This is an optimization exercise on Yosys and OpenROAD, whose aim is small area, not a production implementation.
The RTL was checked by simulation tests, not by an equivalence proof against the original design.
Power is estimated from default activity; no workload was simulated.

`run.sh`:
```
#!/bin/bash
# synth_recipe.tcl (not shown) runs the flow's synth.tcl, then flattens the netlist and writes it again
# the make line also repeats each setting of config.mk as NAME=value (left out here)
make -C /OpenROAD-flow-scripts/flow DESIGN_CONFIG=/design/flow/config.mk WORK_HOME=/design/flow/orfs CLKGATE_MAP_FILE= SYNTH_SCRIPT=/design/flow/synth_recipe.tcl finish
```
`config.mk`:
```
export PLATFORM = sky130hd
export DESIGN_NAME = pipelined_core
export DESIGN_NICKNAME = pipelined_core
export VERILOG_FILES = /design/flow/design.v
export SDC_FILE = /design/flow/constraint.sdc
export NUM_CORES = 4
export LEC_CHECK = 0
export CAP_MARGIN = 20
export CORE_MARGIN = 2
export CORE_UTILIZATION = 40
export SLEW_MARGIN = 20
```
`constraint.sdc`:
```
create_clock -name core_clock -period 15.0 [get_ports {clk}]
set_input_delay 3.0000 -clock core_clock [delete_from_list [all_inputs] [get_ports {clk}]]
set_output_delay 3.0000 -clock core_clock [all_outputs]
set_load 0.01 [all_outputs]
```
`design.v`:
```
module SRTlut(
    input  logic [3:0] b,       
    input  logic signed [5:0] p,   
    output logic signed [2:0] q    
);
    always_comb begin
        q = 'b0;
        case(b)
            8: begin
                if (p >= -2 && p <= 1) q = 0;
                else if (p >= -12 && p <= -7) q = -2;
                else if (p >= -6 && p <= -3) q = -1;
                else if (p >= 2 && p <= 5) q = 1;
                else if (p >= 6 && p <= 11) q = 2;
            end
            9: begin
                if (p >= -3 && p <= 2) q = 0;
                else if (p >= -14 && p <= -8) q = -2;
                else if (p >= -7 && p <= -4) q = -1;
                else if (p >= 3 && p <= 6) q = 1;
                else if (p >= 7 && p <= 13) q = 2;
            end
            10: begin
                if (p >= -3 && p <= 2) q = 0;
                else if (p >= -15 && p <= -9) q = -2;
                else if (p >= -8 && p <= -4) q = -1;
                else if (p >= 3 && p <= 7) q = 1;
                else if (p >= 8 && p <= 14) q = 2;
            end
            11: begin
                if (p >= -3 && p <= 2) q = 0;
                else if (p >= -16 && p <= -9) q = -2;
                else if (p >= -9 && p <= -4) q = -1;
                else if (p >= 3 && p <= 8) q = 1;
                else if (p >= 8 && p <= 15) q = 2;
            end
            12: begin
                if (p >= -4 && p <= 3) q = 0;
                else if (p >= -18 && p <= -10) q = -2;
                else if (p >= -10 && p <= -5) q = -1;
                else if (p >= 4 && p <= 9) q = 1;
                else if (p >= 9 && p <= 17) q = 2;
            end
            13: begin
                if (p >= -4 && p <= 3) q = 0;
                else if (p >= -19 && p <= -11) q = -2;
                else if (p >= -10 && p <= -5) q = -1;
                else if (p >= 4 && p <= 9) q = 1;
                else if (p >= 10 && p <= 18) q = 2;
            end
            14: begin
                if (p >= -4 && p <= 3) q = 0;
                else if (p >= -20 && p <= -11) q = -2;
                else if (p >= -11 && p <= -5) q = -1;
                else if (p >= 4 && p <= 10) q = 1;
                else if (p >= 10 && p <= 19) q = 2;
            end
            15: begin
                if (p >= -5 && p <= 4) q = 0;
                else if (p >= -22 && p <= -12) q = -2;
                else if (p >= -12 && p <= -6) q = -1;
                else if (p >= 5 && p <= 11) q = 1;
                else if (p >= 11 && p <= 21) q = 2;
            end
            default: q = 'b0;  
        endcase
    end
endmodule
module leading_zero_count(input logic [31:0] src,
                          output logic [4:0] count);
    always_comb begin
        casez(src)
            32'b1???????????????????????????????: count = 5'b00000;
            32'b01??????????????????????????????: count = 5'b00001;
            32'b001?????????????????????????????: count = 5'b00010;
            32'b0001????????????????????????????: count = 5'b00011;
            32'b00001???????????????????????????: count = 5'b00100;
            32'b000001??????????????????????????: count = 5'b00101;
            32'b0000001?????????????????????????: count = 5'b00110;
            32'b00000001????????????????????????: count = 5'b00111;
            32'b000000001???????????????????????: count = 5'b01000;
            32'b0000000001??????????????????????: count = 5'b01001;
            32'b00000000001?????????????????????: count = 5'b01010;
            32'b000000000001????????????????????: count = 5'b01011;
            32'b0000000000001???????????????????: count = 5'b01100;
            32'b00000000000001??????????????????: count = 5'b01101;
            32'b000000000000001?????????????????: count = 5'b01110;
            32'b0000000000000001????????????????: count = 5'b01111;
            32'b00000000000000001???????????????: count = 5'b10000;
            32'b000000000000000001??????????????: count = 5'b10001;
            32'b0000000000000000001?????????????: count = 5'b10010;
            32'b00000000000000000001????????????: count = 5'b10011;
            32'b000000000000000000001???????????: count = 5'b10100;
            32'b0000000000000000000001??????????: count = 5'b10101;
            32'b00000000000000000000001?????????: count = 5'b10110;
            32'b000000000000000000000001????????: count = 5'b10111;
            32'b0000000000000000000000001???????: count = 5'b11000;
            32'b00000000000000000000000001??????: count = 5'b11001;
            32'b000000000000000000000000001?????: count = 5'b11010;
            32'b0000000000000000000000000001????: count = 5'b11011;
            32'b00000000000000000000000000001???: count = 5'b11100;
            32'b000000000000000000000000000001??: count = 5'b11101;
            32'b0000000000000000000000000000001?: count = 5'b11110;
            32'b0000_0000_0000_0000_0000_0000_0000_0001: count = 5'b11111;
            default: count = 5'b00000;
        endcase
    end
endmodule
`timescale 1ns/1ps
module alu(input logic clk,reset,
           input logic [31:0] srcA, srcB,
           input logic [3:0] aluOP,
           input logic [2:0] mul_div_func,
           input logic mul_div_op,
           output logic ALUbusy,
           output logic [31:0] aluRESULT) ; 
logic [31:0] add_sub_op, shiftL, shiftR, shiftRA, and_op, or_op, xor_op,mult_op; 
logic LessThan,LessThanSigned ;
    assign add_sub_op=aluOP[0]?srcA-srcB:srcA+srcB;
    assign shiftL=srcA<<srcB[4:0];
    assign shiftR=srcA>>srcB[4:0];
    assign shiftRA=$signed(srcA)>>>srcB[4:0];
    assign and_op=srcA&srcB;
    assign or_op=srcA|srcB;
    assign xor_op=srcA^srcB;
    assign LessThan=srcA<srcB;
    assign LessThanSigned=$signed(srcA)<$signed(srcB);
logic [32:0] srcA_reg,srcB_reg;
typedef enum logic [1:0] {IDLE,MULT,FINISH} mult_state_t;
mult_state_t mult_state,next_mult_state;
logic [31:0] mult_result;
logic [65:0] mult_result_reg;
logic mult_busy;
logic mult_assert_busy;
assign mult_assert_busy=(!mult_busy&&mul_div_op==1'b1&&!div_busy)||(mult_state==MULT);
always_ff @(posedge clk) begin
    if(reset) begin
        mult_state<=IDLE;
        next_mult_state<=IDLE;
        mult_result_reg<=66'b0;
        srcA_reg<=33'b0;
        srcB_reg<=33'b0;
        mult_busy<=1'b0;
    end
    else begin
        case(mult_state) 
            IDLE: begin  
                if(mul_div_op&&!mul_div_func[2]) begin 
                    case(mul_div_func[1:0])
                        2'b00,2'b01: begin
                           srcA_reg<={srcA[31],srcA};
                            srcB_reg<={srcB[31],srcB}; 
                        end
                        2'b10: begin
                            srcA_reg<={srcA[31],srcA};
                            srcB_reg<={1'b0,srcB};
                        end
                        2'b11: begin
                            srcA_reg<={1'b0,srcA};
                            srcB_reg<={1'b0,srcB};
                        end
                    endcase
                    mult_state<=MULT; 
                    mult_busy<=1'b1;
                end
                else begin 
                   mult_busy<=1'b0;
                end
            end
            MULT: begin 
                mult_result_reg<=$signed(srcA_reg)*$signed(srcB_reg);
                mult_state<=FINISH;
            end
            FINISH: begin  
                mult_state<=IDLE;
            end
            default: mult_state<=IDLE;
        endcase
    end
end    
always_comb begin
    case(mul_div_func)
        3'b000: mult_result=mult_result_reg[31:0];
        3'b001,3'b010,3'b011: mult_result=mult_result_reg[63:32];
        default: mult_result=32'b0;
    endcase
end
typedef enum logic [1:0] {DIV_IDLE,DIV_COMPUTE,DIV_FINISH} div_state_t;
div_state_t div_state;
logic [31:0] div_result,div_quotient,srcB_reg_div,div_remainder;
logic [31:0] abs_srcA,abs_srcB;
logic [32:0] q_digit_mul_div;
logic [64:0]div_partial_remainder,div_partial_remainder_shift;
logic [2:0] quotient_digit;
logic [4:0] srcB_lzc,div_counter;
logic div_busy,div_assert_busy;
logic div_result_sign,dividend_sign;
assign abs_srcA=(!mul_div_func[0]&&srcA[31])?-srcA:srcA;
assign abs_srcB=(!mul_div_func[0]&&srcB[31])?-srcB:srcB;
assign div_assert_busy=(!div_busy&&mul_div_op==1'b1&&!mult_busy)||(div_state==DIV_COMPUTE);
leading_zero_count lz_count(.src(abs_srcB),.count(srcB_lzc));
SRTlut SRT_LUT(.b(srcB_reg_div[31:28]),.p(div_partial_remainder[64:59]),.q(quotient_digit));
assign ALUbusy=mult_assert_busy|div_assert_busy;
assign div_partial_remainder_shift=div_partial_remainder[64:0]<<2;
logic logictesterif1,logictesterif2;
always_ff @(posedge clk) begin
    if(reset) begin
        div_state<=DIV_IDLE;
        div_quotient<=32'b0;
        div_remainder<=32'b0;
        div_partial_remainder<=65'b0;
        dividend_sign<=1'b0;
        srcB_reg_div<=32'b0;
        div_busy<=1'b0;
        div_result_sign<=1'b0;
        div_counter<=5'd16;
        logictesterif1<=1'b0;
        logictesterif2<=1'b0;
    end
    else begin
        case(div_state)
            DIV_IDLE: begin
                if(mul_div_op&&mul_div_func[2]) begin
                    if(abs_srcB[31:0]==32'b0) begin
                        div_quotient<=32'hFFFFFFFF;
                        div_remainder<=abs_srcA;
                        div_busy<=1'b1;
                        div_state<=DIV_FINISH;
                    end
                    else if(!mul_div_func[0]&&abs_srcA==32'h80000000&&abs_srcB==32'hFFFFFFFF) begin
                        div_quotient<=abs_srcA;
                        div_remainder<=0;
                        div_busy<=1'b1;
                        div_state<=DIV_FINISH;
                    end
                    else begin    
                        srcB_reg_div<=abs_srcB<<(srcB_lzc);
                        div_partial_remainder[64:0]<=abs_srcA<<(srcB_lzc);
                        div_quotient<=32'b0;
                        div_result_sign<=(!mul_div_func[0])&&(srcA[31]^srcB[31]);
                        dividend_sign<=srcA[31];
                        div_remainder<=32'b0;
                        div_busy<=1'b1;
                        div_counter<=5'd16;
                        div_state<=DIV_COMPUTE;
                    end
                end
                else begin
                    div_result_sign<=1'b0;
                    dividend_sign<=1'b0;
                    div_busy<=1'b0;
                    logictesterif1<=1'b0;
                    logictesterif2<=1'b0;
                end
            end
            DIV_COMPUTE: begin
                if(div_counter>0) begin
                    div_partial_remainder <= {
                          div_partial_remainder_shift[64:32] - q_digit_mul_div,div_partial_remainder_shift[31:0]};
                    case(quotient_digit)
                            3'b000: begin
                                div_quotient<=(div_quotient<<2)|quotient_digit[1:0];
                            end
                            3'b001: begin
                                div_quotient<=(div_quotient<<2)|quotient_digit[1:0];
                            end
                            3'b010: begin
                                div_quotient<=(div_quotient<<2)|quotient_digit[1:0];
                            end
                            3'b111: begin
                                div_quotient<=(div_quotient<<2)-2'b01;
                            end
                            3'b110: begin
                                div_quotient<=(div_quotient<<2)-2'b10;
                            end
                    endcase
                    div_counter<=div_counter-1'b1;
                end
                else begin
                    div_state<=DIV_FINISH;
                    if(div_partial_remainder[64]==1'b1) begin
                        div_remainder[31:0]<=(div_partial_remainder[64:32]+srcB_reg_div)>>srcB_lzc;
                        div_quotient<=div_quotient-1;
                        logictesterif1<=1'b1;
                    end
                    else begin
                        div_remainder[31:0]<=(div_partial_remainder[64:32])>>srcB_lzc;
                        logictesterif2<=1'b1;
                    end
                end
            end
            DIV_FINISH: begin
                div_state<=DIV_IDLE;
            end
            default: div_state<=DIV_IDLE;
        endcase
    end
end 
always_comb begin
    case(mul_div_func[1:0])
        2'b00: div_result=div_result_sign?-div_quotient:div_quotient;
        2'b01: div_result=div_quotient;
        2'b10: div_result=dividend_sign?-div_remainder:div_remainder;
        2'b11: div_result=div_remainder;
        default: div_result=32'b0;
    endcase
end
always_comb begin
    case(quotient_digit)
        3'b000: q_digit_mul_div=0;
        3'b001: q_digit_mul_div=srcB_reg_div;
        3'b010: q_digit_mul_div=srcB_reg_div<<1;
        3'b111: q_digit_mul_div=(~srcB_reg_div+1'b1);
        3'b110: q_digit_mul_div=(~srcB_reg_div+1'b1)<<1;
        default: q_digit_mul_div=0;
    endcase
end
   always_comb begin
        casez(aluOP) 
            4'b000?: aluRESULT=add_sub_op;
            4'b0010: aluRESULT=shiftL;
            4'b0011: aluRESULT={31'b0,LessThanSigned};
            4'b0100: aluRESULT={31'b0,LessThan};
            4'b0101: aluRESULT=xor_op;
            4'b0110: aluRESULT=shiftR;
            4'b0111: aluRESULT=shiftRA;
            4'b1000: aluRESULT=or_op;
            4'b1001: aluRESULT=and_op;
            4'b1010: aluRESULT=srcB; 
            4'b1011: aluRESULT=mult_result;
            4'b1100: aluRESULT=div_result;
            default: aluRESULT=32'b0;
   endcase
   end
endmodule
module BranchUnit(
                  input logic [31:0] srcA,srcB,
                  input logic [1:0] BranchAddr,
                  input logic [2:0] branchType,
                  input logic branch,
                  input logic jump,
                  output logic branchTaken,
                  output logic missaligned_exception
                  ) ;
    logic is_aligned;
    logic takeBranch;
    logic valid;
   logic equal,signed_comparison,unsigned_comparison ;
    assign equal=srcA==srcB ;
    assign unsigned_comparison=(srcA<srcB) ; 
    assign signed_comparison=($signed(srcA)<$signed(srcB)) ;
    assign is_aligned=(BranchAddr[1:0]==2'b00);
    assign valid=(takeBranch&branch)|jump;
    assign missaligned_exception=~is_aligned & valid;
    assign branchTaken=is_aligned & valid;
   always_comb begin
       case(branchType) 
           3'b000: takeBranch=equal;
           3'b001: takeBranch=~equal;
           3'b100: takeBranch=signed_comparison;
           3'b101: takeBranch=~signed_comparison;
           3'b110: takeBranch=unsigned_comparison;
           3'b111: takeBranch=~unsigned_comparison;
           default:takeBranch=0;
       endcase
   end
endmodule
localparam C_extension=0;
module AdressAdder(input logic [31:0] srcA,srcB,
             output logic [31:0] BranchAddr) ;
    assign BranchAddr=srcA+srcB;
endmodule
module HazardUnit (
                    input logic [4:0] rs1_ID,rs2_ID,
                   input logic [4:0] rs1_EX,rs2_EX,wd_EX,
                   input logic [4:0] wd_MEM,
                   input logic [4:0] wd_WB,
                   input logic mem_read_EX,
                   input logic reg_write_MEM,
                   input logic reg_write_WB,
                   input logic trapped,
                   input logic branch_taken,
                   input logic ALUbusy,
                   output logic stall,
                   output logic flushID,
                   output logic flushEX,
                   output logic flushMEM,
                   output logic [1:0] forwardA,
                   output logic [1:0] forwardB
                   ) ;
logic load_stall;
assign forwardA=(((rs1_EX==wd_MEM)&reg_write_MEM)&rs1_EX!=0)?2'b10:(((rs1_EX==wd_WB)&reg_write_WB)&rs1_EX!=0)?2'b01:2'b00;
assign forwardB=(((rs2_EX==wd_MEM)&reg_write_MEM)&rs2_EX!=0)?2'b10:(((rs2_EX==wd_WB)&reg_write_WB)&rs2_EX!=0)?2'b01:2'b00;
assign load_stall=mem_read_EX&((rs1_ID==wd_EX)|(rs2_ID==wd_EX));
assign stall=load_stall|ALUbusy;
assign flushID=branch_taken|trapped;
assign flushEX=branch_taken|load_stall|trapped;
assign flushMEM=trapped;
endmodule
`timescale 1ns/1ps
module LoadStoreUnit(input logic [31:0] LoadData,
                     input logic [31:0] StoreData,
                     input logic [1:0] Address, 
                     input logic [2:0] funct3,
                     input logic mem_write,
                     input logic mem_read,
                     output logic [31:0] LoadDataOut,
                     output logic [31:0] StoreDataOut,
                     output logic misaligned_load_exception,
                     output logic misaligned_store_exception,
                     output logic [3:0] mem_write_req,
                     output logic mem_read_req);
    logic [1:0] alignment;
    logic is_aligned;
    logic [1:0] byte_enable;
    logic mem_write_valid;
    always_comb begin
        case(funct3[1:0])
            2'b00: is_aligned=1'b1;  
            2'b01: is_aligned=~Address[0];  
            2'b10: is_aligned=~(|Address[1:0]);  
            default: is_aligned=1'b0;
        endcase
    end
    always_comb begin
        LoadDataOut=32'b0;
        if(mem_read) begin 
            case(funct3)
                3'b000: LoadDataOut={{24{LoadData[7]}},LoadData[7:0]}; 
                3'b001: LoadDataOut={{16{LoadData[15]}},LoadData[15:0]}; 
                3'b010: LoadDataOut=LoadData; 
                3'b100: LoadDataOut={24'b0,LoadData[7:0]}; 
                3'b101: LoadDataOut={16'b0,LoadData[15:0]}; 
            endcase
        end            
    end
    always_comb begin
        StoreDataOut=32'b0;
        mem_write_req=4'b0;
        if(mem_write_valid) begin
            case(funct3)
                3'b000: begin
                    StoreDataOut={24'b0,StoreData[7:0]}; 
                    mem_write_req=4'b0001;
                end
                3'b001: begin
                    StoreDataOut={16'b0,StoreData[15:0]}; 
                    mem_write_req=4'b0011;
                end
                3'b010: begin
                    StoreDataOut=StoreData; 
                    mem_write_req=4'b1111;
                end
            endcase
        end
    end
    assign misaligned_load_exception = ~is_aligned & mem_read;
    assign misaligned_store_exception = ~is_aligned & mem_write;
    assign mem_write_valid=(is_aligned & mem_write);
    assign mem_read_req=is_aligned & mem_read; 
endmodule
`timescale 1ns/1ps
module ProgramCounter(input logic clk,
                      input logic reset,
                      input logic [1:0] pc_src,
                      input logic en_n,
                      input logic [31:0] trap_vector,   
                      input logic [31:0] BranchADDR,
                      output logic [31:0] pc,
                      output logic [31:0] pc_next) ;
    localparam is_compressed=0;
    assign pc_next=pc+4; 
    always_ff @(posedge clk) begin
        if(reset) pc<=32'h00000000; 
        else if(~en_n) 
            casez(pc_src)
                2'b00: pc<=pc_next;
                2'b01: pc<=BranchADDR;
                2'b10: pc<=trap_vector;
            endcase
    end
endmodule
`timescale 1ns/1ps
module ControlUnit( input  logic [31:0] instruction,
                    output logic        branch,
                    output logic        jump,
                    output logic        is_jalr,
                    output logic [3:0]  aluOP,
                    output logic        aluSRCA,
                    output logic        aluSRCB,
                    output logic        reg_write,
                    output logic        mul_div_op,
                    output logic [1:0]  WriteBackSRC,
                    output logic        mem_write,
                    output logic        mem_read,
                    output logic        ill_instr_exception,
                    output logic        ecall_exception,
                    output logic        ebreak_exception,
                    output logic        csr_op,
                    output logic        csr_immd,
                    output logic [2:0]  csr_op_type,
                    output logic [2:0]  immd_type);
    localparam M_EXTENSION=1;
    localparam A_EXTENSION=0;
    localparam C_EXTENSION=0;
    localparam F_EXTENSION=0;
    localparam CSR_ENV=2'b00;
    localparam CSR_RW=2'b01;
    localparam CSR_RS=2'b10;
    localparam CSR_RC=2'b11;
    localparam ECALL=12'h000;
    localparam EBREAK=12'h001;
    localparam MRET=12'h302;
    logic [6:0] opcode;
    logic [2:0] funct3;
    logic [6:0] funct7;
    logic [11:0] funct12;
    assign opcode = instruction[6:0];
    assign funct3 = instruction[14:12];
    assign funct7 = instruction[31:25];
    assign funct12= instruction[31:20];
    always_comb begin 
        ill_instr_exception=(opcode[1:0]!=2'b11)&&~C_EXTENSION;
        branch      = 1'b0;
        jump        = 1'b0;
        is_jalr     = 1'b0;
        aluOP       = 4'b0;
        aluSRCA     = 1'b1;  
        aluSRCB     = 1'b0; 
        reg_write   = 1'b0;
        WriteBackSRC= 2'b00;
        mem_write   = 1'b0;
        mem_read    = 1'b0;
        mul_div_op  = 1'b0;
        immd_type   = 3'b0;
        csr_op      = 1'b0;
        csr_op_type = 3'b0;
        csr_immd    = 1'b0;
        ecall_exception =1'b0;
        ebreak_exception=1'b0;
        casez(opcode[6:2])
            5'b00000: begin  
                WriteBackSRC=2'b01;
                aluSRCB=1'b1;
                immd_type=3'b000;
                reg_write=1'b1;
                mem_read=1'b1;
                aluOP=4'b0000;
            end
            5'b01000: begin  
                mem_write=1'b1;
                aluSRCB=1'b1;
                immd_type=3'b001;
                aluOP=4'b0000;
            end
            5'b00101: begin  
                immd_type=3'b011;
                aluSRCA=1'b0;
                aluSRCB=1'b1;
                aluOP=4'b0000;
                reg_write=1'b1;
                WriteBackSRC=2'b00;
            end
             5'b01101: begin  
                immd_type=3'b011;
                aluSRCB=1'b1;
                aluOP=4'b1010;
                reg_write=1'b1;
            end
            5'b11011: begin  
                jump=1'b1;
                immd_type=3'b100;
                WriteBackSRC=2'b10;
                reg_write=1'b1;
            end
            5'b11001: begin  
                jump=1'b1;
                immd_type=3'b000;
                WriteBackSRC=2'b10;
                reg_write=1'b1;
                is_jalr  = 1'b1;
            end
            5'b11000: begin  
                branch=1'b1;
                immd_type=3'b010;
                case(funct3)
                    3'b000: aluOP=4'b0001;
                    3'b001: aluOP=4'b0001;
                    3'b100: aluOP=4'b0011;
                    3'b101: aluOP=4'b0011;
                    3'b110: aluOP=4'b0100;
                    3'b111: aluOP=4'b0100;
                endcase
            end
            5'b11100: begin  
                csr_immd=funct3[2];
                immd_type=3'b101;
                WriteBackSRC=2'b11;
                case(funct3[1:0])
                    CSR_ENV: begin
                        case(funct12)
                            ECALL: begin
                                csr_op_type=3'b000;
                                ecall_exception=1'b1;
                            end
                            EBREAK: begin
                                csr_op_type=3'b000;
                                ebreak_exception=1'b1;
                            end
                            MRET: begin
                                csr_op_type=3'b110;
                                csr_op=1'b1;
                            end
                            default: begin
                                csr_op=1'b0;
                                ill_instr_exception=1'b1;
                            end
                        endcase
                    end
                    CSR_RW: begin
                        csr_op_type=3'b001;
                        reg_write=1'b1;
                        csr_op=1'b1;
                    end
                    CSR_RS: begin
                        csr_op_type=3'b010;
                        reg_write=1'b1;
                        csr_op=1'b1;
                    end
                    CSR_RC: begin
                        csr_op_type=3'b011;
                        reg_write=1'b1;
                        csr_op=1'b1;
                    end
                    default: begin
                        csr_op=1'b0;
                        ill_instr_exception=1'b1;
                    end
                endcase
            end
            5'b0?100: begin  
                aluSRCB=~opcode[5]; 
                mul_div_op=(M_EXTENSION&&funct7[0]&&opcode[5]); 
                reg_write=1'b1;
                WriteBackSRC=2'b00;
                if(mul_div_op) begin
                    aluOP=funct3[2]?4'b1100:4'b1011; 
                end
                else begin
                    case(funct3)
                        3'b000: aluOP=(funct7[5]&&opcode[5])?4'b0001:4'b0000;  
                        3'b001: aluOP=4'b0010; 
                        3'b010: aluOP=4'b0011; 
                        3'b011: aluOP=4'b0100; 
                        3'b100: aluOP=4'b0101; 
                        3'b101: aluOP=(funct7[5])?4'b0111:4'b0110; 
                        3'b110: aluOP=4'b1000; 
                        3'b111: aluOP=4'b1001; 
                    endcase
                end
            end
        endcase
    end
endmodule
`timescale 1ns/1ps
module CSRUnit(input logic clk,
               input logic reset,
               input logic csr_op,
               input logic [2:0] csr_type,
               input logic [11:0] csr_addr,
               input logic [31:0] csr_in,
               input logic [31:0] pc_on_exception,
               input logic ill_instr_exception,
               input logic ecall_exception,
               input logic ebreak_exception,
               input logic misaligned_store_exception,
               input logic misaligned_load_exception,
               output logic [31:0] csr_out,
               output logic [31:0] trap_vector,
               output logic trap_REQ);
localparam ECALL=3'b000;
localparam EBREAK=3'b000;
localparam MRET=3'b110;
localparam CSRRW=3'b001;
localparam CSRRS=3'b010;
localparam CSRRC=3'b011;
localparam XLEN=32;
localparam MXL=1;
localparam [1:0]U_MODE=2'b00;
localparam [1:0]S_MODE=2'b01;
localparam [1:0]M_MODE=2'b11;
localparam mvendorid_addr=12'hF11; 
localparam marchid_addr=12'hF12;
localparam mimpid_addr=12'hF13;
localparam mhartid_addr=12'hF14;
localparam mconfigptr_addr=12'hF15;
localparam mstatus_addr=12'h300;
localparam misa_addr=12'h301;
localparam medeleg_addr=12'h302;
localparam mideleg_addr=12'h303;
localparam mie_addr=12'h304;
localparam mtvec_addr=12'h305; 
localparam mcounteren_addr=12'h306;
localparam mstatush_addr=12'h310;
localparam mscratch_addr=12'h340;
localparam mepc_addr=12'h341;
localparam mcause_addr=12'h342;
localparam mtval_addr=12'h343;
localparam mip_addr=12'h344;
localparam mtinst_addr=12'h34A;
localparam mtval2_addr=12'h34B;
localparam MISALIGN_INSTR_ADDR_CAUSE=0;
localparam INSTR_ACCESS_FAULT_CAUSE=1;
localparam ILL_INSTR_CAUSE=2;
localparam EBREAK_CAUSE=3;
localparam LOAD_MISALIGN_CAUSE=4;
localparam LOAD_ACCESS_FAULT_CAUSE=5;
localparam STORE_MISALIGN_CAUSE=6;
localparam STORE_ACCESS_FAULT_CAUSE=7;
localparam ECALL_U_CAUSE=8;
localparam ECALL_S_CAUSE=9;
localparam ECALL_M_CAUSE=11;
localparam INSTR_PAGE_FAULT_CAUSE=12;
localparam LOAD_PAGE_FAULT_CAUSE=13;
localparam STORE_PAGE_FAULT_CAUSE=15;
localparam SW_CHECK_CAUSE=18;
localparam HW_ERR_CAUSE=19;
localparam SUPERVISOR_SW_INT_CAUSE=1;
localparam SUPERVISOR_TIMER_INT_CAUSE=5;
localparam SUPERVISOR_EXT_INT_CAUSE=9;
localparam MACHINE_SW_INT=3;
localparam MACHINE_TIMER_INT=7;
localparam MACHINE_EXT_INT=11;
logic exception,trapped;
logic ill_csr,csr_acces_permitted;
logic [1:0] current_privilege,previous_privilege;
logic [31:0] misa,mvendorid,marchid,mimpid,mhartid,mstatus,mstatush,mideleg,medeleg,mie,mtvec,mcounteren,mscratch,mepc,mcause,mtval,mip,mtinst;
assign exception= ecall_exception|ebreak_exception|misaligned_store_exception|misaligned_load_exception;
always_comb begin 
    csr_acces_permitted=current_privilege>=csr_addr[9:8]; 
end
always_comb begin
    csr_out=32'b0;
    ill_csr=1'b0;
    if(csr_acces_permitted)
        case(csr_addr)
            mstatus_addr: csr_out=mstatus;
            misa_addr: csr_out=misa;
            mtvec_addr: csr_out=mtvec;
            mcause_addr: csr_out=mcause;
            mscratch_addr: csr_out=mscratch;
            mepc_addr: csr_out=mepc;
            mtval_addr: csr_out=mtval;
            medeleg_addr: csr_out=medeleg;
            mideleg_addr: csr_out=mideleg;
            mie_addr: csr_out=mie;
            default: ill_csr=1'b1;
        endcase 
    else
        ill_csr=1'b1;
end
logic test;
always_ff @(posedge clk) begin
    if(reset) begin
        misa<=32'b0100_0000_0000_0000_0000_0000_1000_0000;
        mvendorid<=32'b0; 
        marchid<=32'b0; 
        mimpid<=32'b0; 
        mhartid<=32'b0; 
        mcause<=32'b0; 
        current_privilege<=M_MODE; 
        previous_privilege<=M_MODE;
        mstatus<=32'b0;
        mscratch<=32'b0;
        medeleg<=32'b0;
        mideleg<=32'b0;
        mie<=32'b0;
        mepc<=32'b0;
        mtval<=32'b0;
        mtvec<=32'b0;
        trap_vector<=32'b0;
        trapped<=1'b0;
        trap_REQ<=1'b0;
        test<=1'b0;
    end
    else begin
        trap_REQ<=1'b0;
        if(!ill_csr&&csr_op) begin
            case(csr_type)
                CSRRW: begin
                    case(csr_addr)
                        mstatus_addr: mstatus<=csr_in;
                        misa_addr: misa<=csr_in;
                        mtvec_addr: mtvec<=csr_in;
                        mcause_addr: mcause<=csr_in;
                        mscratch_addr: mscratch<=csr_in;
                        mepc_addr: mepc<=csr_in;
                        mtval_addr: mtval<=csr_in;
                    endcase
                end
                CSRRS: begin
                    case(csr_addr)
                        mstatus_addr: mstatus<=mstatus|csr_in;
                        misa_addr: misa<=misa|csr_in;
                        mtvec_addr: mtvec<=mtvec|csr_in;
                        mcause_addr: mcause<=mcause|csr_in;
                        mscratch_addr: mscratch<=mscratch|csr_in;
                        mepc_addr: mepc<=mepc|csr_in;
                        mtval_addr: mtval<=mtval|csr_in;
                    endcase
                end
                CSRRC: begin
                    case(csr_addr)
                        mstatus_addr: mstatus<=mstatus&(~csr_in);
                        misa_addr: misa<=misa&(~csr_in);
                        mtvec_addr: mtvec<=mtvec&(~csr_in);
                        mcause_addr: mcause<=mcause&(~csr_in);
                        mscratch_addr: mscratch<=mscratch&(~csr_in);
                        mepc_addr: mepc<=mepc&(~csr_in);
                        mtval_addr: mtval<=mtval&(~csr_in);
                    endcase
                end
                MRET: begin  
                        trap_REQ<=1'b1;
                        mstatus[3]<=mstatus[7]; 
                        mstatus[7]<=1'b1; 
                        trap_vector<=mepc;
                        trapped<=1'b0;
                end
            endcase
        end
        if(exception&&!trapped) begin
            trapped<=1'b1;
            trap_REQ<=1'b1;
            mepc<=pc_on_exception;
            trap_vector<=mtvec;
            mstatus[7]<=mstatus[3]; 
            mstatus[3]<=1'b0; 
            if(ecall_exception) begin
                mcause<=ECALL_M_CAUSE;
            end
            else if(ebreak_exception) begin
                mcause<=EBREAK_CAUSE;
            end
            else if(misaligned_store_exception) begin
                mcause<=STORE_MISALIGN_CAUSE;
            end
            else if(misaligned_load_exception) begin
                mcause<=LOAD_MISALIGN_CAUSE;
            end
            else 
                mcause<=ILL_INSTR_CAUSE;
        end  
    end
end        
endmodule
`timescale 1ns/1ps
module ImmediateGenerator(input logic  [31:7] instruction,
                          input logic  [2:0]  ImmSrc,
                          output logic [31:0] Immd
                         );
    always_comb begin
        case(ImmSrc)
            3'b000: Immd={{21{instruction[31]}},instruction[30:20]};
            3'b001: Immd={{21{instruction[31]}},instruction[30:25],instruction[11:7]};
            3'b010: Immd={{20{instruction[31]}},instruction[7],instruction[30:25],instruction[11:8],1'b0};
            3'b011: Immd={instruction[31:12],12'b0};
            3'b100: Immd={{12{instruction[31]}},instruction[19:12],instruction[20],instruction[30:21],1'b0};
            3'b101: Immd={27'b0,instruction[19:15]}; 
            default: Immd=32'bx;
        endcase
     end
endmodule
`timescale 1ns/1ps
module mux2to1 #(parameter WIDTH=8)
                (input logic             SEL,
                 input logic [WIDTH-1:0] in_a,in_b,
                 output logic [WIDTH-1:0] out);
assign out=(SEL)?in_b:in_a;
endmodule
`timescale 1ns/1ps
module mux3to1 #(parameter WIDTH=8)
                (input logic [1:0]       SEL,
                 input logic [WIDTH-1:0] in_a,in_b,in_c,in_d,
                 output logic [WIDTH-1:0] out);
assign out=(SEL==2'b00)?in_a:(SEL==2'b01)?in_b:(SEL==2'b10)?in_c:in_d; 
endmodule
module pipeline_reg #(parameter WIDTH=8,INIT_VALUE=0)
                (input logic clk,
                 input logic reset,
                 input logic en_n,
                 input logic [WIDTH-1:0] in,
                 output logic [WIDTH-1:0] out) ;
    logic [WIDTH-1:0] REGISTER ;
    always_ff @(posedge clk )
    begin
        if(reset)
            REGISTER<=INIT_VALUE;
        else if(~en_n)
            REGISTER<=in;
    end
    assign out=REGISTER;
endmodule
`timescale 1ns/1ps
module regfile(input  logic         clk,
               input  logic         WE,
               input  logic [4:0]  readPort1SEL,readPort2SEL,writePortSEL,
               input  logic [31:0] writePort,
               output logic [31:0] readPort1, readPort2) ;
    logic [31:0] regs[31:0];
    always_ff @(posedge clk)
        if(WE&&(writePortSEL!=5'b0)) regs[writePortSEL]<=writePort;
    assign readPort1=(readPort1SEL==5'b0)?32'b0:
                     (WE&&(writePortSEL==readPort1SEL))?writePort:regs[readPort1SEL];
    assign readPort2=(readPort2SEL==5'b0)?32'b0:
                     (WE&&(writePortSEL==readPort2SEL))?writePort:regs[readPort2SEL];
endmodule
`timescale 1ns/1ps
module pipelined_core( input  logic         clk,
             input  logic         reset,
             input  logic [31:0]  instruction,
             input  logic [31:0]  ReadData,
             output logic [31:0]  pc_out,
             output logic [31:0]  DataADDR,WriteData,
             output logic         missaligned_exception,
             output logic         misaligned_load_exception,
             output logic         misaligned_store_exception,
             output logic [3:0]   mem_write_req,
             output logic         mem_read_req,
             output logic         ill_instr_exception
             );
logic [1:0] pc_src;
logic  [31:0] pc_next;
logic branch,jump,aluSRC,is_jalr;
logic reg_write,mul_div_op;
logic mem_read,mem_write;
logic [3:0] aluOP;
logic [2:0] immd_type;
logic [4:0]  readPort1SEL,readPort2SEL,writePortSEL;
logic [1:0] WriteBackSRC;
logic  [31:0] immd_ext,writeBack,readPort1,readPort2,aluPortB,aluPortA,aluRESULT,addrADDERPortA;
logic [31:0] ID_instruction,pc_out_ID,pc_next_ID;
logic [2:0] funct3;
logic [31:0] pc_out_EX,pc_next_EX,readPort2_EX,immd_ext_EX,BranchADDR;
logic [2:0] funct3_EX;
logic [3:0] aluOP_EX;
logic [1:0] WriteBackSRC_EX;
logic [4:0] writePortSEL_EX,readPort1SEL_EX,readPort2SEL_EX;
logic branch_EX,jump_EX,mem_read_EX,mem_write_EX,reg_write_EX,aluSRCB_EX,is_jalr_EX;
logic [31:0] aluPortB_mux_out_EX,aluPortA_mux_out_EX,addrADDERPortA_EX;
logic branchTaken;
logic [31:0] pc_next_MEM,readPort2_MEM,aluRESULT_MEM;
logic [2:0] funct3_MEM;
logic mem_write_MEM;
logic mem_read_MEM,reg_write_MEM;
logic [4:0] writePortSEL_MEM;
logic [1:0] WriteBackSRC_MEM;
logic [31:0] ReadDataLSU_out;
logic [4:0] writePortSEL_WB;
logic [31:0] pc_next_WB,aluRESULT_WB,ReadDataLSU_out_WB;
logic [1:0] WriteBackSRC_WB;
logic reg_write_WB;
logic stall,flushID,flushEX;
logic [1:0] forwardA,forwardB;
logic [31:0] addr_adder_inputA_mux_out,aluPortA_mux_out,aluPortB_mux_out;
logic [31:0] csr_out,csr_out_MEM,csr_out_WB,csr_in,trap_vector;
logic [11:0] csr_addr,csr_addr_EX;
logic [2:0] csr_op_type,csr_op_type_EX;
logic csr_op,csr_op_EX,ebreak_exception,ecall_exception,trap_REQ;
logic [31:0] csr_mux;
logic csr_immd, csr_immd_EX;
logic pc_on_exception;
logic aluSRCA,aluSRCB,ALUbusy,flushMEM,csr_op_MEM;
logic ill_instr_exception_EX,ecall_exception_EX,ebreak_exception_EX,mul_div_op_EX;
assign csr_mux=(csr_immd_EX)?immd_ext_EX:aluPortA_mux_out_EX;  
assign csr_addr=ID_instruction[31:20];
assign csr_in=(forwardA==2'b10)?DataADDR:((forwardA==2'b01)?writeBack:csr_mux);
    assign pc_src[0] = branchTaken&~trap_REQ;
    assign pc_src[1] = trap_REQ;
    ProgramCounter PC(.clk(clk),
                      .reset(reset),
                      .pc_src(pc_src),
                      .en_n(stall),
                      .trap_vector(trap_vector),
                      .BranchADDR(BranchADDR),
                      .pc(pc_out),
                      .pc_next(pc_next)
                     );
    pipeline_reg #(96,32'h00000013) IF_ID_reg(.clk(clk),
                                 .reset(reset|flushID),
                                 .en_n(stall),
                                 .in({pc_out,pc_next,instruction}),
                                 .out({pc_out_ID,pc_next_ID,ID_instruction}));
assign funct3 = ID_instruction[14:12];
assign readPort1SEL=ID_instruction[19:15];
assign readPort2SEL=ID_instruction[24:20];
assign writePortSEL=ID_instruction[11:7];
    ControlUnit CU(.instruction(ID_instruction),
                   .branch(branch),
                   .jump(jump),
                   .is_jalr(is_jalr),
                   .aluOP(aluOP),
                   .aluSRCA(aluSRCA),
                   .aluSRCB(aluSRCB),
                   .reg_write(reg_write),
                   .mul_div_op(mul_div_op),
                   .WriteBackSRC(WriteBackSRC),
                   .mem_write(mem_write),
                   .mem_read(mem_read),
                   .ill_instr_exception(ill_instr_exception),
                   .ecall_exception(ecall_exception),
                   .ebreak_exception(ebreak_exception),
                   .csr_op(csr_op),
                   .csr_immd(csr_immd),
                   .csr_op_type(csr_op_type),
                   .immd_type(immd_type));
    regfile REGFILE(.clk(clk),
                    .WE(reg_write_WB),
                    .readPort1SEL(readPort1SEL),
                    .readPort2SEL(readPort2SEL),
                    .writePortSEL(writePortSEL_WB),
                    .writePort(writeBack),
                    .readPort1(readPort1),
                    .readPort2(readPort2));
    ImmediateGenerator IMMD_GEN(.instruction(ID_instruction[31:7]),
                                .ImmSrc(immd_type),
                                .Immd(immd_ext));
    mux2to1 #(32) alu_portA_mux(.SEL(aluSRCA),
                                .in_a(pc_out_ID),
                                .in_b(readPort1),
                                .out(aluPortA_mux_out));
    mux2to1 #(32) addr_adder_inputA_mux(.SEL(is_jalr),
                                        .in_a(pc_out_ID),
                                        .in_b(readPort1),
                                        .out(addr_adder_inputA_mux_out));                                
    pipeline_reg #(244) ID_EX_reg(.clk(clk),
                                 .reset(reset|flushEX),
                                 .en_n(ALUbusy),
                                 .in({pc_out_ID,pc_next_ID,readPort2,immd_ext,
                                      aluPortA_mux_out,addr_adder_inputA_mux_out,WriteBackSRC,funct3,
                                      branch,jump,mem_read,mem_write,reg_write,writePortSEL,readPort1SEL,readPort2SEL,aluOP,aluSRCB,is_jalr,csr_immd,csr_op,csr_op_type,csr_addr, ill_instr_exception,ecall_exception,ebreak_exception,mul_div_op}),
                                 .out({pc_out_EX,pc_next_EX,readPort2_EX,immd_ext_EX,
         aluPortA_mux_out_EX,addrADDERPortA_EX,WriteBackSRC_EX,funct3_EX,branch_EX,jump_EX,mem_read_EX,mem_write_EX,reg_write_EX,
        writePortSEL_EX,readPort1SEL_EX,readPort2SEL_EX,aluOP_EX,aluSRCB_EX,is_jalr_EX,csr_immd_EX,csr_op_EX,csr_op_type_EX,csr_addr_EX,ill_instr_exception_EX,ecall_exception_EX,ebreak_exception_EX,mul_div_op_EX}));
assign aluPortA= (forwardA==2'b10&&!csr_op_MEM)?DataADDR:(forwardA==2'b10&&csr_op_MEM)?csr_out_MEM:((forwardA==2'b01)?writeBack:aluPortA_mux_out_EX);
assign aluPortB_mux_out_EX= (forwardB==2'b10)?DataADDR:((forwardB==2'b01)?writeBack:readPort2_EX);
mux2to1 #(32) alu_portB_mux(.SEL(aluSRCB_EX),
                                .in_a(aluPortB_mux_out_EX),
                                .in_b(immd_ext_EX),
                                .out(aluPortB));
assign addrADDERPortA= is_jalr_EX?((forwardA==2'b10)?DataADDR:((forwardA==2'b01)?writeBack:addrADDERPortA_EX)):addrADDERPortA_EX;     
    BranchUnit BRANCH_UNIT(.srcA(aluPortA),
                            .srcB(aluPortB),
                            .BranchAddr(BranchADDR[1:0]),
                           .branchType(funct3_EX),
                           .branch(branch_EX),
                           .jump(jump_EX),
                           .branchTaken(branchTaken),
                           .missaligned_exception(missaligned_exception)
                        );
    AdressAdder ADDRESS_ADDER(.srcA(addrADDERPortA),.srcB(immd_ext_EX),.BranchAddr(BranchADDR));
    alu ALU(.clk(clk),
            .reset(reset),
            .srcA(aluPortA),
            .srcB(aluPortB),
            .aluOP(aluOP_EX),
            .mul_div_func(funct3_EX),
            .mul_div_op(mul_div_op_EX),
            .ALUbusy(ALUbusy),
            .aluRESULT(aluRESULT));
    pipeline_reg #(142) EX_MEM_reg(.clk(clk),
                                 .reset(reset|flushMEM),
                                 .en_n(ALUbusy),
                                 .in({pc_next_EX,aluPortB_mux_out_EX ,aluRESULT,funct3_EX,WriteBackSRC_EX,mem_read_EX,mem_write_EX,reg_write_EX,writePortSEL_EX,csr_out,csr_op_EX}),
                                 .out({pc_next_MEM,readPort2_MEM,DataADDR,funct3_MEM,WriteBackSRC_MEM,mem_read_MEM,mem_write_MEM,reg_write_MEM,writePortSEL_MEM,csr_out_MEM,csr_op_MEM}));
    LoadStoreUnit LSU_MEM(.LoadData(ReadData),
                        .StoreData(readPort2_MEM),
                        .Address(DataADDR[1:0]),
                        .funct3(funct3_MEM),
                        .mem_read(mem_read_MEM),
                        .mem_write(mem_write_MEM),
                        .LoadDataOut(ReadDataLSU_out),
                        .StoreDataOut(WriteData),
                        .misaligned_load_exception(misaligned_load_exception),
                        .misaligned_store_exception(misaligned_store_exception),
                        .mem_write_req(mem_write_req),
                        .mem_read_req(mem_read_req));
    pipeline_reg #(136) MEM_WB_reg(.clk(clk),
                                 .reset(reset),
                                 .en_n(1'b0),
                                 .in({pc_next_MEM,DataADDR,ReadDataLSU_out,WriteBackSRC_MEM,reg_write_MEM,writePortSEL_MEM,csr_out_MEM}),
                                 .out({pc_next_WB,aluRESULT_WB,ReadDataLSU_out_WB,WriteBackSRC_WB,reg_write_WB,writePortSEL_WB,csr_out_WB}));
    mux3to1 #(32) regfile_write_src(.SEL(WriteBackSRC_WB),
                                   .in_a(aluRESULT_WB),
                                   .in_b(ReadDataLSU_out_WB),
                                   .in_c(pc_next_WB),
                                   .in_d(csr_out_WB),
                                   .out(writeBack));
    HazardUnit HAZARD_UNIT(
    .rs1_ID(readPort1SEL),
    .rs2_ID(readPort2SEL),
    .rs1_EX(readPort1SEL_EX),
    .rs2_EX(readPort2SEL_EX),
    .wd_EX(writePortSEL_EX),
    .wd_MEM(writePortSEL_MEM),
    .wd_WB(writePortSEL_WB),
    .mem_read_EX(mem_read_EX),
    .reg_write_MEM(reg_write_MEM),
    .reg_write_WB(reg_write_WB),
    .trapped(trap_REQ),
    .branch_taken(branchTaken),
    .ALUbusy(ALUbusy),
    .stall(stall),
    .flushID(flushID),
    .flushEX(flushEX),
    .flushMEM(flushMEM),
    .forwardA(forwardA),
    .forwardB(forwardB)
    );
    CSRUnit CSR_UNIT(.clk(clk),
                     .reset(reset),
                     .csr_op(csr_op_EX),
                     .csr_type(csr_op_type_EX),
                     .csr_addr(csr_addr_EX),
                     .csr_in(csr_in),
                     .pc_on_exception(pc_out_EX),
                     .ill_instr_exception(ill_instr_exception_EX),
                     .ecall_exception(ecall_exception_EX),
                     .ebreak_exception(ebreak_exception_EX),
                     .misaligned_store_exception(misaligned_store_exception),
                     .misaligned_load_exception(misaligned_load_exception),
                     .csr_out(csr_out),
                     .trap_vector(trap_vector),
                     .trap_REQ(trap_REQ));
endmodule
```
==> qor.yml <==
synth_most_common_cell: "nand2_1"
synth_xor_xnor_area_share: 0.0214
wl_per_cell_um: 29.4
gp_routability_congestion: 1.03
powerDensity_mw_per_mm2: 119
worst_skew_pair.late_latency_ns: 1.00
peakVddDrop_mv: 0.216
setup_viol: 0
dp_hpwl_um: 451000
viasPerCell: 6.10
grt_pass1_wl_um: 920000
max_freq_mhz: 74.0
fin_crit_ns: 13.52
cp_common_cell: "a21o_1"
synth-edff-count: 1024
portBuffers: 170
cts_made_buffers: 241
synth-compound-area-share: 0.138
die_y_um: 641
worst_pin_slew_ns: 1.23
skew_ns: 0.118
syn_inst: 16540
coreArea_mm2: 0.403
nets: 17695
ctsResizeCount: 0
antenna_found_initial: 25
grt_util_all_layers: 0.305
antenna_left: 0
die_area_mm2: 0.411
holdBufCountCts: 0
cap_violations: 0
cts_tree: "done"
ys_ff_latch: 2236
hold_viol: 0
die_w_um: 641
finalSetupTns_ns: 0
place_area_mm2: 0.170
synth_cell_types: 115
synth_top_flop_cell: "dfxtp_1"
r2r_cells: 30
ctsRootBufferMaster: "clkbuf_16"
startpoint_type: "flip-flop"
initial_core_util: 0.402
cts.sinks: 2236
yosysTopAreaCell: "edfxtp_1"
clockBufferDepth: 4
synth_top_family_by_area: "adder cells"
cpMaxStageDelayCell: "mux4_2"
vias: 132429
cp_max_fo: 59
min_path_cells: 2
synth_fa_ha_area_frac: 0.171
syn-cell-area_mm2: 0.162
regMostFlops: "REGFILE.regs"
outcome: "no timing/DRC/antenna violations"
io_pins: 171
yosysWarnings: 14
largest_register_ffs: 1024
power.leakage_nw: 68.1
end_kind: "output port"
synthArstFlopShare: 0
ys_top_cells_by_count: "nand2_1 (2120), a21oi_1 (1275), inv_1 (1242), dfxtp_1 (1212), nor2_1 (1137)"
ys_seq_area_frac: 0.339
synth-simple-area-share: 0.139
drive_gt1_frac: 0.111
wl_um: 639000
drt_pass1_iterations: 8
synth_area_leaders: "edfxtp_1 (19%), dfxtp_1 (15%), fa_1 (14%)"
grt_setup_unrepaired: "no"
reg_top3: "REGFILE.regs: 1024 flops, ID_EX_reg.REGISTER: 236 flops, EX_MEM_reg.REGISTER: 142 flops"
path_clk_slew_ns: 0.07
h-tree-depth: 4
worstSetupPathType: "flip-flop to output port"
hold_class: "flip-flop to flip-flop"
drtIter0Drc: 16521
fin_area_mm2: 0.178
drcViolationCount: 0
synth_area_per_cell_um2: 9.82
syn_to_final_growth_pct: 9.57
overflow: 0
grt_max_degree: 171
slowest_delay_ns: 0.90
rows: 233
synth.top_cell.area_share: 0.189
first_global_vias: 128249
crit_required_ns: 12.00
cts_setup_buffers: 0
max-slew-margin-rel: 0.177
cp.arrival_ns: 10.52
fin_crit_sh: 0.901
maxSlewViolCount: 0
muxShareOfSynthArea: 0.129
-- worst max-delay path, delay by kind of cell, from the launching register on --
kind | cells | cell delay (ns)
AO/OA/AOI/OAI | 14 | 4.46
adder cells (fa/ha/maj) | 2 | 0.73
buffers and inverters | 6 | 2.33
flip-flops | 1 | 0.31
multiplexers | 2 | 1.28
AND/OR/NAND/NOR | 2 | 0.30
-- area by class of cell --
cell class | instances | area (µm²)
well taps | 5405 | 6760
repair buffers | 588 | 4950
clock inverters | 137 | 1570
diodes | 22 | 55.1
inverters | 1249 | 4690
flip-flops and latches | 2236 | 55100
clock buffers | 306 | 6630
multi-input cells | 11770 | 98200
fillers | 38847 | 226000
-- stage by stage --
step           cells  hold WS (ns)   util  total power, mW  setup WS [ns]
5_1_grt        21693         0.404  0.441             21.6           1.38
6_report       21713         0.385  0.441             21.1           1.48
4_1_cts        21689         0.381  0.441             20.8           1.77
3_5_place_dp   21246         0.441  0.420             14.6           2.82
3_3_place_gp   21245         0.438  0.420             14.6           2.83
2_1_floorplan  16571         0.429      -             11.7           6.14
-- power breakdown --
| group | internal [mW] | switching (mW) |
|---|---|---|
| combinational | 2.40 | 5.44 |
| sequential | 6.72 | 0.288 |
| clock | 3.59 | 2.69 |
-- final timing paths --
kind / startpoint / end / slack (ns)
worst max-delay path: MEM_WB_reg.REGISTER[38]$_SDFF_PP0_ / missaligned_exception / 1.48
worst min-delay path: ID_EX_reg.REGISTER[182]$_SDFFE_PP0N_ / EX_MEM_reg.REGISTER[112]$_SDFFE_PP0N_ / 0.39
worst max register to register: MEM_WB_reg.REGISTER[38]$_SDFF_PP0_ / ID_EX_reg.REGISTER[230]$_SDFFE_PP0N_ / 3.97
worst min register to register: ID_EX_reg.REGISTER[182]$_SDFFE_PP0N_ / EX_MEM_reg.REGISTER[112]$_SDFFE_PP0N_ / 0.39
-- routing by layer --
layer / wire length [µm] / part of all wire / up-vias / GRT usage
met1: 247000 / 0.39 / 66699 / 0.396
met3: 60500 / 0.095 / 1516 / 0.0578
met5: 67 / 0.00010 / - / 0
met2: 287000 / 0.45 / 7139 / 0.476
li1: - / - / 57065 / -
met4: 45000 / 0.070 / 10 / 0.179
-- layout by cell type (no fill, tap or decap), types with 84 or more instances in the layout --
master and count:
edfxtp_1 1024, clkbuf_16 246, xor2_1 114, nor2_1 1091, nand3_1 205, and2_1 657, a21o_1 84, mux2_2 86
ha_1 413, fa_1 1130, buf_4 409, a22oi_1 130, nor2b_1 208, a31oi_1 100, nand2_1 2106, mux2i_1 475
mux4_2 676, clkdlybuf4s50_1 169, a21oi_1 1269, a211oi_1 271, o22ai_1 109, o21ai_0 844, inv_1 1240, dfxtp_1 1193
nor3_1 229, xnor2_1 283
-- cells by family after synthesis --
group | count (synthesis)
buffers and inverters | 2565
multiplexers | 1243
AO/OA/AOI/OAI | 3594
AND/OR/NAND/NOR | 4961
flip-flops | 2236
other | 1
adder cells (fa/ha/maj) | 1543
XOR/XNOR | 397

## separate check: timing with driven ports
Ports are ideal in the flow. The routed layout listed here was re-timed in OpenROAD. Step 1 sets driving cells, clkbuf_16 on the clock port and buf_2 on the other inputs (assumed; they add their load-dependent delay and slew). Step 2 adds t to the input delays and takes it off the output delays; t is the mean of the earliest and latest rising clock arrival at the registers after step 1. Input paths then give back, and output paths get back, about the clock's delay inside the block. Three values: no drivers, after step 1, after step 2; two values: the first two.
shift t [ns]: 1.056
slack for setup (ns): 1.484 / 1.374 / 2.430
hold slack, ns: 0.385 / 0.385 / 0.385
worst setup path at the end: register to output
worst data-port slew with drivers (ns): 0.07
After both steps this run still meets setup and hold. For this run, drivers alone change the setup slack by -0.110 ns; drivers and shift together by +0.946 ns.
